Source: an optimization exercise on an open RTL-to-GDS flow (aim: small area and a short achievable clock period). Production flows keep margins and buffers that such runs may drop.
Power is estimated from default activity; no workload was simulated.

==> inputs of branch xenon <==
## RGB_to_Gray
module RGB_to_Gray(input CLK, input [7:0] R, input [7:0] G, input [7:0] B, input In_Valid, output reg [7:0] Gray, output reg Out_Valid);
export LEC_CHECK = 0
export CAP_MARGIN = 20
export CORE_MARGIN = 2
export CORE_UTILIZATION = 60
export CTS_BUF_LIST = sky130_fd_sc_hd__clkbuf_8
export PLACE_DENSITY = 0.75
export SLEW_MARGIN = 20
export SYNTH_HIERARCHICAL = 1
export SYNTH_MINIMUM_KEEP_SIZE = 0
create_clock -name core_clock -period 16.0 [get_ports {CLK}]
standard.sh (not shown) runs the stock make flow with config.mk's settings and CLKGATE_MAP_FILE= SYNTH_SCRIPT=/design/flow/synth_recipe.tcl, a recipe that flattens the netlist after the stock synthesis.
==> flow/flow/run.sh <==
#!/bin/bash
# Standard ORFS layout with the standard synthesis unchanged. Port buffers are
# sky130_fd_sc_hd__buf_2, and timing repair is asked to reach a setup slack of
# 11.95 ns at the design's own clock period and constraints.
set -euo pipefail
export SETUP_SLACK_MARGIN=11.95
export BUFFER_PORTS_ARGS="-buffer_cell sky130_fd_sc_hd__buf_2"
bash standard.sh synth > synth.log 2>&1
bash standard.sh > layout.log 2>&1
==> inputs of branch sierra, as changes to branch xenon <==
--- a/flow/design.v
+++ b/flow/design.v
@@ -39,17 +39,17 @@
     wire w60_0, w60_1; fa u60 (r[0], w52_1, w53_0, w60_0, w60_1);
     wire w61_0, w61_1; ha u61 (r[0], w9, w61_0, w61_1);
     wire w62_0, w62_1; fa u62 (w54_0, w10, w61_1, w62_0, w62_1);
     wire w63_0, w63_1; fa u63 (w54_1, w55_0, w62_1, w63_0, w63_1);
     wire w64_0, w64_1; fa u64 (w55_1, w56_0, w63_1, w64_0, w64_1);
     wire w65_0, w65_1; fa u65 (w56_1, w57_0, w64_1, w65_0, w65_1);
     wire w66_0, w66_1; fa u66 (w57_1, w58_0, w65_1, w66_0, w66_1);
     wire w67_0, w67_1; fa u67 (w58_1, w59_0, w66_1, w67_0, w67_1);
-    wire w68_0, w68_1; fa u68 (w59_1, w60_0, w67_1, w68_0, w68_1);
+    wire w68_0, w68_1; fa u68 (p59_1_1, p60_0_1, p67_1_1, w68_0, w68_1);
     wire w69_0, w69_1; ha u69 (g[4], g[0], w69_0, w69_1);
     wire w70_0, w70_1; fa u70 (g[5], g[1], w31, w70_0, w70_1);
     wire w71_0, w71_1; fa u71 (g[6], g[2], g[0], w71_0, w71_1);
     wire w72_0, w72_1; ha u72 (g[0], w26, w72_0, w72_1);
     wire w73_0, w73_1; fa u73 (g[1], w27, w72_1, w73_0, w73_1);
     wire w74_0, w74_1; fa u74 (g[2], w28, w73_1, w74_0, w74_1);
     wire w75_0, w75_1; fa u75 (g[3], w29, w74_1, w75_0, w75_1);
     wire w76_0, w76_1; fa u76 (w69_0, w30, w75_1, w76_0, w76_1);
@@ -78,20 +78,20 @@
     wire w99 = ~w13;
     wire w100 = w66_0 & w99;
     wire w101 = ~w29;
     wire w102 = w76_0 & w101;
     wire w103 = ~w14;
     wire w104 = w67_0 & w103;
     wire w105 = ~w30;
     wire w106 = w77_0 & w105;
-    wire w107 = ~p15_0_1;
-    wire w108 = p68_0_1 & w107;
-    wire w109 = ~w31;
-    wire w110 = w78_0 & w109;
+    wire w107 = ~w15;
+    wire w108 = w68_0 & p107_0_1;
+    wire w109 = ~p31_0_1;
+    wire w110 = p78_0_1 & w109;
     wire w111_0, w111_1; ha u111 (r[7], r[6], w111_0, w111_1);
     wire w112_0, w112_1; fa u112 (r[7], r[2], r[0], w112_0, w112_1);
     wire w113_0, w113_1; fa u113 (g[7], g[3], g[1], w113_0, w113_1);
     wire w114_0, w114_1; fa u114 (r[3], r[1], r[0], w114_0, w114_1);
     wire w115_0, w115_1; fa u115 (r[4], r[2], r[1], w115_0, w115_1);
     wire w116_0, w116_1; fa u116 (r[5], r[3], r[2], w116_0, w116_1);
     wire w117_0, w117_1; ha u117 (r[0], g[6], w117_0, w117_1);
     wire w118_0, w118_1; fa u118 (r[6], r[4], r[3], w118_0, w118_1);
@@ -166,18 +166,18 @@
     wire w187_0, w187_1; fa u187 (w158_1, w160_0, w159_1, w187_0, w187_1);
     wire w188_0, w188_1; fa u188 (w160_1, w162_0, w161_1, w188_0, w188_1);
     wire w189_0, w189_1; fa u189 (w162_1, w164_0, w163_1, w189_0, w189_1);
     wire w190_0, w190_1; fa u190 (w164_1, w166_0, w165_1, w190_0, w190_1);
     wire w191_0, w191_1; fa u191 (w166_1, w168_0, w167_1, w191_0, w191_1);
     wire w192_0, w192_1; fa u192 (w168_1, w170_0, w171_0, w192_0, w192_1);
     wire w193_0, w193_1; fa u193 (g[4], w172_0, w170_1, w193_0, w193_1);
     wire w194_0, w194_1; ha u194 (r[6], g[5], w194_0, w194_1);
-    wire w195_0, w195_1; ha u195 (p173_0_1, p110_0_1, w195_0, w195_1);
-    wire w196_0, w196_1; fa u196 (w173_1, w174_0, w78_1, w196_0, w196_1);
+    wire w195_0, w195_1; ha u195 (p173_0_1, w110, w195_0, w195_1);
+    wire w196_0, w196_1; fa u196 (p173_1_1, p174_0_1, p78_1_1, w196_0, w196_1);
     wire w197_0, w197_1; fa u197 (w137_0, w174_1, w175_0, w197_0, w197_1);
     wire w198_0, w198_1; fa u198 (w139_0, w175_1, w176_0, w198_0, w198_1);
     wire w199_0, w199_1; fa u199 (w141_0, w176_1, w177_0, w199_0, w199_1);
     wire w200_0, w200_1; fa u200 (w143_0, w177_1, w178_0, w200_0, w200_1);
     wire w201_0, w201_1; fa u201 (w145_0, w178_1, w179_0, w201_0, w201_1);
     wire w202_0, w202_1; fa u202 (w147_0, w179_1, w180_0, w202_0, w202_1);
     wire w203_0, w203_1; fa u203 (w149_0, w180_1, w181_0, w203_0, w203_1);
     wire w204_0, w204_1; fa u204 (w151_0, w181_1, w182_0, w204_0, w204_1);
@@ -253,17 +253,17 @@
     wire w288 = |{w210_1, w211_1, w212_1, w213_1, w214_1, w215_1, w216_1, w217_1, w211_0, w212_0, w213_0, w214_0, w215_0, w216_0, w217_0, g[7], w268};
     wire w289 = |{w211_1, w212_1, w213_1, w214_1, w215_1, w216_1, w217_1, w212_0, w213_0, w214_0, w215_0, w216_0, w217_0, g[7], w270};
     wire w290 = |{w212_1, w213_1, w214_1, w215_1, w216_1, w217_1, w213_0, w214_0, w215_0, w216_0, w217_0, g[7], w272};
     wire w291 = |{w213_1, w214_1, w215_1, w216_1, w217_1, w214_0, w215_0, w216_0, w217_0, g[7], w274};
     wire w292 = |{w214_1, w215_1, w216_1, w217_1, w215_0, w216_0, w217_0, g[7], w278};
     wire w293 = |{w215_1, w216_1, w217_1, w216_0, w217_0, g[7], w280};
     wire w294 = |{w216_1, w217_1, w217_0, g[7], w282};
     wire w295 = |{w217_1, g[7], w284};
-    wire w296 = |{w286};
+    wire w296 = |{p286_0_1};
     wire w297 = ~b[0];
     wire w298 = ~b[1];
     wire w299 = ~b[2];
     wire w300 = ~b[3];
     wire w301 = ~b[4];
     wire w302 = ~b[5];
     wire w303 = ~b[6];
     wire w304 = ~b[7];
@@ -305,34 +305,34 @@
     wire w340 = ~w339;
     wire w341 = ~w43;
     wire w342 = w329_0 & w341;
     wire w343 = w342 & w289;
     wire w344 = ~p343_0_1;
     wire w345 = ~w44;
     wire w346 = w330_0 & w345;
     wire w347 = w346 & w290;
-    wire w348 = ~p347_0_1;
+    wire w348 = ~w347;
     wire w349 = ~w45;
     wire w350 = w331_0 & w349;
     wire w351 = w350 & w291;
-    wire w352 = ~w351;
+    wire w352 = ~p351_0_1;
     wire w353 = ~w46;
     wire w354 = w332_0 & w353;
-    wire w355 = w354 & w292;
-    wire w356 = ~p355_0_1;
-    wire w357 = ~w47;
-    wire w358 = w333_0 & w357;
-    wire w359 = p358_0_1 & p293_0_1;
+    wire w355 = p354_0_1 & p292_0_1;
+    wire w356 = ~w355;
+    wire w357 = ~p47_0_1;
+    wire w358 = p333_0_1 & w357;
+    wire w359 = w358 & p293_0_1;
     wire w360 = ~w359;
     wire w361 = w334_0 & p294_0_1;
     wire w362 = ~w361;
     wire w363 = w335_0 & p295_0_1;
     wire w364 = ~w363;
-    wire w365 = w336_0 & p296_0_1;
+    wire w365 = w336_0 & w296;
     wire w366 = ~w365;
     wire w367_0, w367_1; fa u367 (b[7], b[3], w302, w367_0, w367_1);
     wire w368_0, w368_1; ha u368 (w297, w315_1, w368_0, w368_1);
     wire w369_0, w369_1; ha u369 (b[4], w303, w369_0, w369_1);
     wire w370_0, w370_1; ha u370 (b[7], b[5], w370_0, w370_1);
     wire w371_0, w371_1; ha u371 (b[6], b[1], w371_0, w371_1);
     wire w372_0, w372_1; ha u372 (b[7], b[2], w372_0, w372_1);
     wire w373_0, w373_1; fa u373 (w367_0, w368_0, w325_1, w373_0, w373_1);
@@ -376,21 +376,21 @@
     wire w411_0, w411_1; ha u411 (b[5], w213_1, w411_0, w411_1);
     wire w412_0, w412_1; ha u412 (b[6], w215_0, w412_0, w412_1);
     wire w413_0, w413_1; ha u413 (b[7], w216_0, w413_0, w413_1);
     wire w414_0, w414_1; ha u414 (w80, w338, w414_0, w414_1);
     wire w415_0, w415_1; fa u415 (w82, w84, w342, w415_0, w415_1);
     wire w416_0, w416_1; fa u416 (w86, w88, w346, w416_0, w416_1);
     wire w417_0, w417_1; fa u417 (w90, w92, w350, w417_0, w417_1);
     wire w418_0, w418_1; fa u418 (p94_0_1, p96_0_1, p354_0_1, w418_0, w418_1);
-    wire w419_0, w419_1; fa u419 (p98_0_1, p100_0_1, p358_0_1, w419_0, w419_1);
+    wire w419_0, w419_1; fa u419 (p98_0_1, p100_0_1, w358, w419_0, w419_1);
     wire w420_0, w420_1; fa u420 (p102_0_1, p104_0_1, w334_0, w420_0, w420_1);
     wire w421_0, w421_1; fa u421 (p106_0_1, w108, w335_0, w421_0, w421_1);
-    wire w422_0, w422_1; fa u422 (p68_1_1, w195_0, w336_0, w422_0, w422_1);
-    wire w423_0, w423_1; fa u423 (p373_0_1, p196_0_1, w195_1, w423_0, w423_1);
+    wire w422_0, w422_1; fa u422 (w68_1, w195_0, w336_0, w422_0, w422_1);
+    wire w423_0, w423_1; fa u423 (p373_0_1, w196_0, w195_1, w423_0, w423_1);
     wire w424_0, w424_1; fa u424 (w374_0, w373_1, w375_0, w424_0, w424_1);
     wire w425_0, w425_1; fa u425 (w376_0, w374_1, w375_1, w425_0, w425_1);
     wire w426_0, w426_1; fa u426 (w376_1, w379, w377_1, w426_0, w426_1);
     wire w427_0, w427_1; fa u427 (w380_0, w199_0, w378_1, w427_0, w427_1);
     wire w428_0, w428_1; fa u428 (w380_1, w201_0, w381_1, w428_0, w428_1);
     wire w429_0, w429_1; fa u429 (w383_0, w201_1, w202_0, w429_0, w429_1);
     wire w430_0, w430_1; fa u430 (w383_1, w384_0, w202_1, w430_0, w430_1);
     wire w431_0, w431_1; fa u431 (w384_1, w385_0, w386_0, w431_0, w431_1);
@@ -405,25 +405,25 @@
     wire w440_0, w440_1; fa u440 (w406_1, w410, w408, w440_0, w440_1);
     wire w441_0, w441_1; fa u441 (w214_0, w213_0, w411_0, w441_0, w441_1);
     wire w442_0, w442_1; fa u442 (w214_1, w412_0, w411_1, w442_0, w442_1);
     wire w443_0, w443_1; fa u443 (w215_1, w413_0, w412_1, w443_0, w443_1);
     wire w444_0, w444_1; fa u444 (w217_0, w216_1, w413_1, w444_0, w444_1);
     wire w445_0, w445_1; ha u445 (g[7], w217_1, w445_0, w445_1);
     wire w446_0, w446_1; ha u446 (w414_0, w340, w446_0, w446_1);
     wire w447_0, w447_1; fa u447 (p414_1_1, p415_0_1, w344, w447_0, w447_1);
-    wire w448_0, w448_1; fa u448 (p415_1_1, p416_0_1, w348, w448_0, w448_1);
-    wire w449_0, w449_1; fa u449 (p416_1_1, p352_0_1, p417_0_1, w449_0, w449_1);
+    wire w448_0, w448_1; fa u448 (p415_1_1, p416_0_1, p348_0_1, w448_0, w448_1);
+    wire w449_0, w449_1; fa u449 (p416_1_1, w352, p417_0_1, w449_0, w449_1);
     wire w450_0, w450_1; fa u450 (p417_1_1, w356, w418_0, w450_0, w450_1);
     wire w451_0, w451_1; fa u451 (w418_1, w360, w419_0, w451_0, w451_1);
     wire w452_0, w452_1; fa u452 (w419_1, w362, w420_0, w452_0, w452_1);
     wire w453_0, w453_1; fa u453 (w420_1, w364, w421_0, w453_0, w453_1);
     wire w454_0, w454_1; fa u454 (w421_1, w366, w422_0, w454_0, w454_1);
     wire w455_0, w455_1; fa u455 (w423_0, w336_1, w422_1, w455_0, w455_1);
-    wire w456_0, w456_1; fa u456 (p424_0_1, p196_1_1, w423_1, w456_0, w456_1);
+    wire w456_0, w456_1; fa u456 (p424_0_1, w196_1, w423_1, w456_0, w456_1);
     wire w457_0, w457_1; fa u457 (w377_0, w424_1, w425_0, w457_0, w457_1);
     wire w458_0, w458_1; fa u458 (w378_0, w425_1, w426_0, w458_0, w458_1);
     wire w459_0, w459_1; fa u459 (w381_0, w426_1, w427_0, w459_0, w459_1);
     wire w460_0, w460_1; fa u460 (w382_0, w427_1, w428_0, w460_0, w460_1);
     wire w461_0, w461_1; fa u461 (w382_1, w429_0, w428_1, w461_0, w461_1);
     wire w462_0, w462_1; fa u462 (w203_0, w429_1, w430_0, w462_0, w462_1);
     wire w463; xn u463 (w430_1, w431_0, w463);
     wire w464 = w430_1 | w431_0;
@@ -463,18 +463,18 @@
     wire w498 = w453_1 | w454_0;
     wire w499 = w453_1 & w454_0;
     wire w500 = w454_1 | w455_0;
     wire w501 = w454_1 & w455_0;
     wire w502 = w455_1 | w456_0;
     wire w503 = w455_1 & w456_0;
     wire w504 = w456_1 | p457_0_1;
     wire w505 = w456_1 & p457_0_1;
-    wire w506 = w457_1 | w458_0;
-    wire w507 = w457_1 & w458_0;
+    wire w506 = p457_1_1 | p458_0_1;
+    wire w507 = p457_1_1 & p458_0_1;
     wire w508 = w458_1 | w459_0;
     wire w509 = w458_1 & w459_0;
     wire w510 = w459_1 | w460_0;
     wire w511 = w459_1 & w460_0;
     wire w512 = w460_1 | w461_0;
     wire w513 = w460_1 & w461_0;
     wire w514 = w461_1 | w462_0;
     wire w515 = w461_1 & w462_0;
@@ -489,48 +489,48 @@
     wire w524 = w467_1 | w468_0;
     wire w525 = w467_1 & w468_0;
     wire w526 = w468_1 | w469_0;
     wire w527 = w468_1 & w469_0;
     wire w528 = w469_1 | w470_0;
     wire w529 = w469_1 & w470_0;
     wire w530 = w470_1 | w471_0;
     wire w531 = w470_1 & w471_0;
-    wire w532_0, w532_1; ha u532 (w471_1, w472_0, w532_0, w532_1);
+    wire w532_0, w532_1; ha u532 (p471_1_1, p472_0_1, w532_0, w532_1);
     wire w533_0, w533_1; ha u533 (w472_1, w473_0, w533_0, w533_1);
     wire w534_0, w534_1; ha u534 (w473_1, w474_0, w534_0, w534_1);
     wire w535_0, w535_1; ha u535 (w474_1, w475, w535_0, w535_1);
     wire w536_0, w536_1; ha u536 (w476, w477, w536_0, w536_1);
     wire w537_0, w537_1; ha u537 (w478, w479, w537_0, w537_1);
     wire w538_0, w538_1; ha u538 (w480, w481, w538_0, w538_1);
     wire w539_0, w539_1; ha u539 (w482, w483, w539_0, w539_1);
     wire w540 = w531 | (w530 & w529);
     wire w541 = w530 & w528;
     wire w542 = w527 | (w526 & w525);
     wire w543 = w526 & w524;
-    wire w544 = w540 | (w541 & w542);
+    wire w544 = p540_0_1 | (p541_0_1 & p542_0_1);
     wire w545 = w541 & w543;
     wire w546 = w523 | (w522 & w521);
     wire w547 = w522 & w520;
     wire w548 = w546 | (w547 & w519);
     wire w549 = w547 & w518;
-    wire w550 = p544_0_1 | (p545_0_1 & p548_0_1);
+    wire w550 = w544 | (p545_0_1 & p548_0_1);
     wire w551 = p545_0_1 & p549_0_1;
     wire w552 = w517 | (w516 & w515);
     wire w553 = w516 & w514;
     wire w554 = w552 | (w553 & w513);
     wire w555 = w553 & w512;
     wire w556 = w511 | (w510 & w509);
     wire w557 = w510 & w508;
-    wire w558 = w556 | (w557 & w507);
-    wire w559 = w557 & w506;
-    wire w560 = p554_0_1 | (p555_0_1 & p558_0_1);
-    wire w561 = w555 & w559;
+    wire w558 = p556_0_1 | (p557_0_1 & w507);
+    wire w559 = p557_0_1 & w506;
+    wire w560 = p554_0_1 | (p555_0_1 & w558);
+    wire w561 = p555_0_1 & w559;
     wire w562 = w550 | (w551 & w560);
-    wire w563 = w551 & p561_0_1;
+    wire w563 = w551 & w561;
     wire w564 = w505 | (w504 & w503);
     wire w565 = w504 & w502;
     wire w566 = w564 | (w565 & w501);
     wire w567 = w565 & w500;
     wire w568 = w499 | (w498 & w497);
     wire w569 = w498 & w496;
     wire w570 = w568 | (w569 & w495);
     wire w571 = w569 & w494;
@@ -541,179 +541,195 @@
     wire w576 = w574 | (w575 & w489);
     wire w577 = w575 & w488;
     wire w578 = w487 | (w486 & w485);
     wire w579 = w486 & w484;
     wire w580 = w578 | (w579 & p446_0_1);
     wire w581 = w576 | (w577 & w580);
     wire w583 = w572 | (w573 & w581);
     wire w585 = w562 | (w563 & w583);
-    wire w587 = w533_1 | (w533_0 & w532_1);
-    wire w588 = p533_0_1 & p532_0_1;
-    wire w589 = w535_1 | (w535_0 & w534_1);
+    wire w587 = p533_1_1 | (p533_0_1 & w532_1);
+    wire w588 = p533_0_1 & w532_0;
+    wire w589 = p535_1_1 | (p535_0_1 & p534_1_1);
     wire w590 = p535_0_1 & p534_0_1;
     wire w591 = p537_1_1 | (p537_0_1 & p536_1_1);
     wire w592 = p537_0_1 & p536_0_1;
-    wire w595 = p534_1_1 | (p534_0_1 & p587_0_1);
+    wire w595 = p534_1_1 | (p534_0_1 & w587);
     wire w596 = p534_0_1 & w588;
-    wire w597 = p589_0_1 | (w590 & p587_0_1);
+    wire w597 = w589 | (w590 & w587);
     wire w598 = w590 & w588;
     wire w599 = p538_1_1 | (p538_0_1 & w591);
     wire w600 = p538_0_1 & w592;
     wire w603 = p536_1_1 | (p536_0_1 & w597);
     wire w604 = p536_0_1 & w598;
     wire w605 = w591 | (w592 & w597);
     wire w606 = w592 & w598;
     wire w607 = w599 | (w600 & w597);
     wire w608 = w600 & w598;
-    wire w611 = p532_1_1 | (p532_0_1 & w585);
-    wire w612 = p587_0_1 | (w588 & w585);
+    wire w611 = w532_1 | (w532_0 & w585);
+    wire w612 = w587 | (w588 & w585);
     wire w613 = w595 | (w596 & w585);
     wire w614 = w597 | (w598 & w585);
     wire w615 = w603 | (w604 & w585);
     wire w616 = w605 | (w606 & w585);
     wire w617 = w607 | (w608 & w585);
-    wire w619; xr u619 (p532_0_1, w585, w619);
+    wire w619; xr u619 (w532_0, w585, w619);
     wire w620; xr u620 (p533_0_1, w611, w620);
     wire w621; xr u621 (p534_0_1, w612, w621);
     wire w622; xr u622 (p535_0_1, w613, w622);
     wire w623; xr u623 (p536_0_1, w614, w623);
     wire w624; xr u624 (p537_0_1, w615, w624);
     wire w625; xr u625 (p538_0_1, w616, w625);
     wire w626; xr u626 (p539_0_1, w617, w626);
-    reg p15_0_1;
-    reg p68_0_1;
+    reg p59_1_1;
+    reg p60_0_1;
+    reg p67_1_1;
+    reg p31_0_1;
+    reg p107_0_1;
+    reg p78_0_1;
     reg p173_0_1;
-    reg p110_0_1;
+    reg p173_1_1;
+    reg p174_0_1;
+    reg p78_1_1;
+    reg p286_0_1;
+    reg p47_0_1;
     reg p322_1_1;
     reg p323_0_1;
     reg p333_1_1;
     reg p323_1_1;
     reg p324_0_1;
     reg p324_1_1;
     reg p325_0_1;
     reg p343_0_1;
-    reg p347_0_1;
+    reg p351_0_1;
     reg p354_0_1;
-    reg p355_0_1;
-    reg p358_0_1;
+    reg p292_0_1;
+    reg p333_0_1;
     reg p293_0_1;
     reg p294_0_1;
     reg p295_0_1;
-    reg p296_0_1;
     reg p94_0_1;
     reg p96_0_1;
     reg p98_0_1;
     reg p100_0_1;
     reg p102_0_1;
     reg p104_0_1;
     reg p106_0_1;
-    reg p68_1_1;
     reg p373_0_1;
-    reg p196_0_1;
     reg p414_1_1;
     reg p415_0_1;
     reg p415_1_1;
     reg p416_0_1;
+    reg p348_0_1;
     reg p416_1_1;
-    reg p352_0_1;
     reg p417_0_1;
     reg p417_1_1;
     reg p424_0_1;
-    reg p196_1_1;
     reg p446_1_1;
     reg p457_0_1;
-    reg p544_0_1;
+    reg p457_1_1;
+    reg p458_0_1;
+    reg p471_1_1;
+    reg p472_0_1;
+    reg p540_0_1;
+    reg p541_0_1;
+    reg p542_0_1;
     reg p545_0_1;
     reg p548_0_1;
     reg p549_0_1;
+    reg p556_0_1;
+    reg p557_0_1;
     reg p554_0_1;
     reg p555_0_1;
-    reg p558_0_1;
-    reg p561_0_1;
     reg p446_0_1;
+    reg p533_1_1;
     reg p533_0_1;
-    reg p532_1_1;
-    reg p532_0_1;
+    reg p535_1_1;
     reg p535_0_1;
     reg p534_1_1;
     reg p534_0_1;
     reg p537_1_1;
     reg p537_0_1;
     reg p536_1_1;
     reg p536_0_1;
-    reg p587_0_1;
-    reg p589_0_1;
     reg p538_1_1;
     reg p538_0_1;
     reg p539_0_1;
     always @(posedge CLK) begin
-        p15_0_1 <= w15;
-        p68_0_1 <= w68_0;
+        p59_1_1 <= w59_1;
+        p60_0_1 <= w60_0;
+        p67_1_1 <= w67_1;
+        p31_0_1 <= w31;
+        p107_0_1 <= w107;
+        p78_0_1 <= w78_0;
         p173_0_1 <= w173_0;
-        p110_0_1 <= w110;
+        p173_1_1 <= w173_1;
+        p174_0_1 <= w174_0;
+        p78_1_1 <= w78_1;
+        p286_0_1 <= w286;
+        p47_0_1 <= w47;
         p322_1_1 <= w322_1;
         p323_0_1 <= w323_0;
         p333_1_1 <= w333_1;
         p323_1_1 <= w323_1;
         p324_0_1 <= w324_0;
         p324_1_1 <= w324_1;
         p325_0_1 <= w325_0;
         p343_0_1 <= w343;
-        p347_0_1 <= w347;
+        p351_0_1 <= w351;
         p354_0_1 <= w354;
-        p355_0_1 <= w355;
-        p358_0_1 <= w358;
+        p292_0_1 <= w292;
+        p333_0_1 <= w333_0;
         p293_0_1 <= w293;
         p294_0_1 <= w294;
         p295_0_1 <= w295;
-        p296_0_1 <= w296;
         p94_0_1 <= w94;
         p96_0_1 <= w96;
         p98_0_1 <= w98;
         p100_0_1 <= w100;
         p102_0_1 <= w102;
         p104_0_1 <= w104;
         p106_0_1 <= w106;
-        p68_1_1 <= w68_1;
         p373_0_1 <= w373_0;
-        p196_0_1 <= w196_0;
         p414_1_1 <= w414_1;
         p415_0_1 <= w415_0;
         p415_1_1 <= w415_1;
         p416_0_1 <= w416_0;
+        p348_0_1 <= w348;
         p416_1_1 <= w416_1;
-        p352_0_1 <= w352;
         p417_0_1 <= w417_0;
         p417_1_1 <= w417_1;
         p424_0_1 <= w424_0;
-        p196_1_1 <= w196_1;
         p446_1_1 <= w446_1;
         p457_0_1 <= w457_0;
-        p544_0_1 <= w544;
+        p457_1_1 <= w457_1;
+        p458_0_1 <= w458_0;
+        p471_1_1 <= w471_1;
+        p472_0_1 <= w472_0;
+        p540_0_1 <= w540;
+        p541_0_1 <= w541;
+        p542_0_1 <= w542;
         p545_0_1 <= w545;
         p548_0_1 <= w548;
         p549_0_1 <= w549;
+        p556_0_1 <= w556;
+        p557_0_1 <= w557;
         p554_0_1 <= w554;
         p555_0_1 <= w555;
-        p558_0_1 <= w558;
-        p561_0_1 <= w561;
         p446_0_1 <= w446_0;
+        p533_1_1 <= w533_1;
         p533_0_1 <= w533_0;
-        p532_1_1 <= w532_1;
-        p532_0_1 <= w532_0;
+        p535_1_1 <= w535_1;
         p535_0_1 <= w535_0;
         p534_1_1 <= w534_1;
         p534_0_1 <= w534_0;
         p537_1_1 <= w537_1;
         p537_0_1 <= w537_0;
         p536_1_1 <= w536_1;
         p536_0_1 <= w536_0;
-        p587_0_1 <= w587;
-        p589_0_1 <= w589;
         p538_1_1 <= w538_1;
         p538_0_1 <= w538_0;
         p539_0_1 <= w539_0;
     end
     reg v1; always @(posedge CLK) v1 <= v0;
     always @(posedge CLK) begin Gray <= {w626, w625, w624, w623, w622, w621, w620, w619}; Out_Valid <= v1; end
 endmodule
 module fa(input a, input b, input c, output s, output co);
==> flow/flow/run.sh (replaced) <==
#!/bin/bash
set -euo pipefail
export SETUP_SLACK_MARGIN=11.95
export CTS_ARGS="-sink_clustering_enable -repair_clock_nets -dont_use_dummy_load -buf_list sky130_fd_sc_hd__clkbuf_8"
export BUFFER_PORTS_ARGS="-buffer_cell sky130_fd_sc_hd__buf_2"
bash standard.sh synth > synth.log 2>&1
bash standard.sh > layout.log 2>&1
==> impl_results.md <==
* Outcome: complete, no violations
* CP peak stage delay at 560 ps
* Clock group at 0.136 mW
* CP max FO at 3
* R2R setup slack at 11,780 ps
* Die Span Y at 125.4 um
* Area of the die at 15,720 um2
* Met3 usage in global routing at 4.536%
* Most frequent cells in the layout: fa_1 (179), dfxtp_1 (84), buf_4 (62)
That was branch sierra.
==> impl_results.md <==
* R2R setup slack at 11,760 ps
* CP peak stage delay at 490 ps
* Area of the die at 15,510 um2
* Met3 usage in global routing at 6.787%
* Area taken by multi-input logic gates at 7056 um2
* Die Span Y at 124.5 um
* Outcome: complete, no violations
* Clock group at 0.172 mW
* CP max FO at 6
* Most frequent cells in the layout: fa_1 (167), dfxtp_1 (73), buf_4 (64)
That was branch xenon.
No functional check of the RTL was part of any run of this note.

[re-timing with driven ports]
How much do the figures lean on ideal ports? The routed layouts below were timed once more, with nothing changed but the port constraints. Step 1 assumes that a clkbuf_16 drives the clock port and a buf_2 every other input. Step 2 adds t to the input delays and takes it off the output delays; t is the mean of the earliest and latest rising clock arrival at the registers after step 1. Input paths then give back, and output paths get back, about the clock's delay inside the block. Three values: ideal, step 1, step 2; two values: the first two.
run	t, ns	setup slack, ns	slew at the worst register clock pin (ns)
branch xenon	0.433	11.762 / 11.762 / 11.762	0.11 / 0.11
branch sierra	0.422	11.781 / 11.781 / 11.781	0.12 / 0.12
After both steps setup and hold are still met in every run listed.
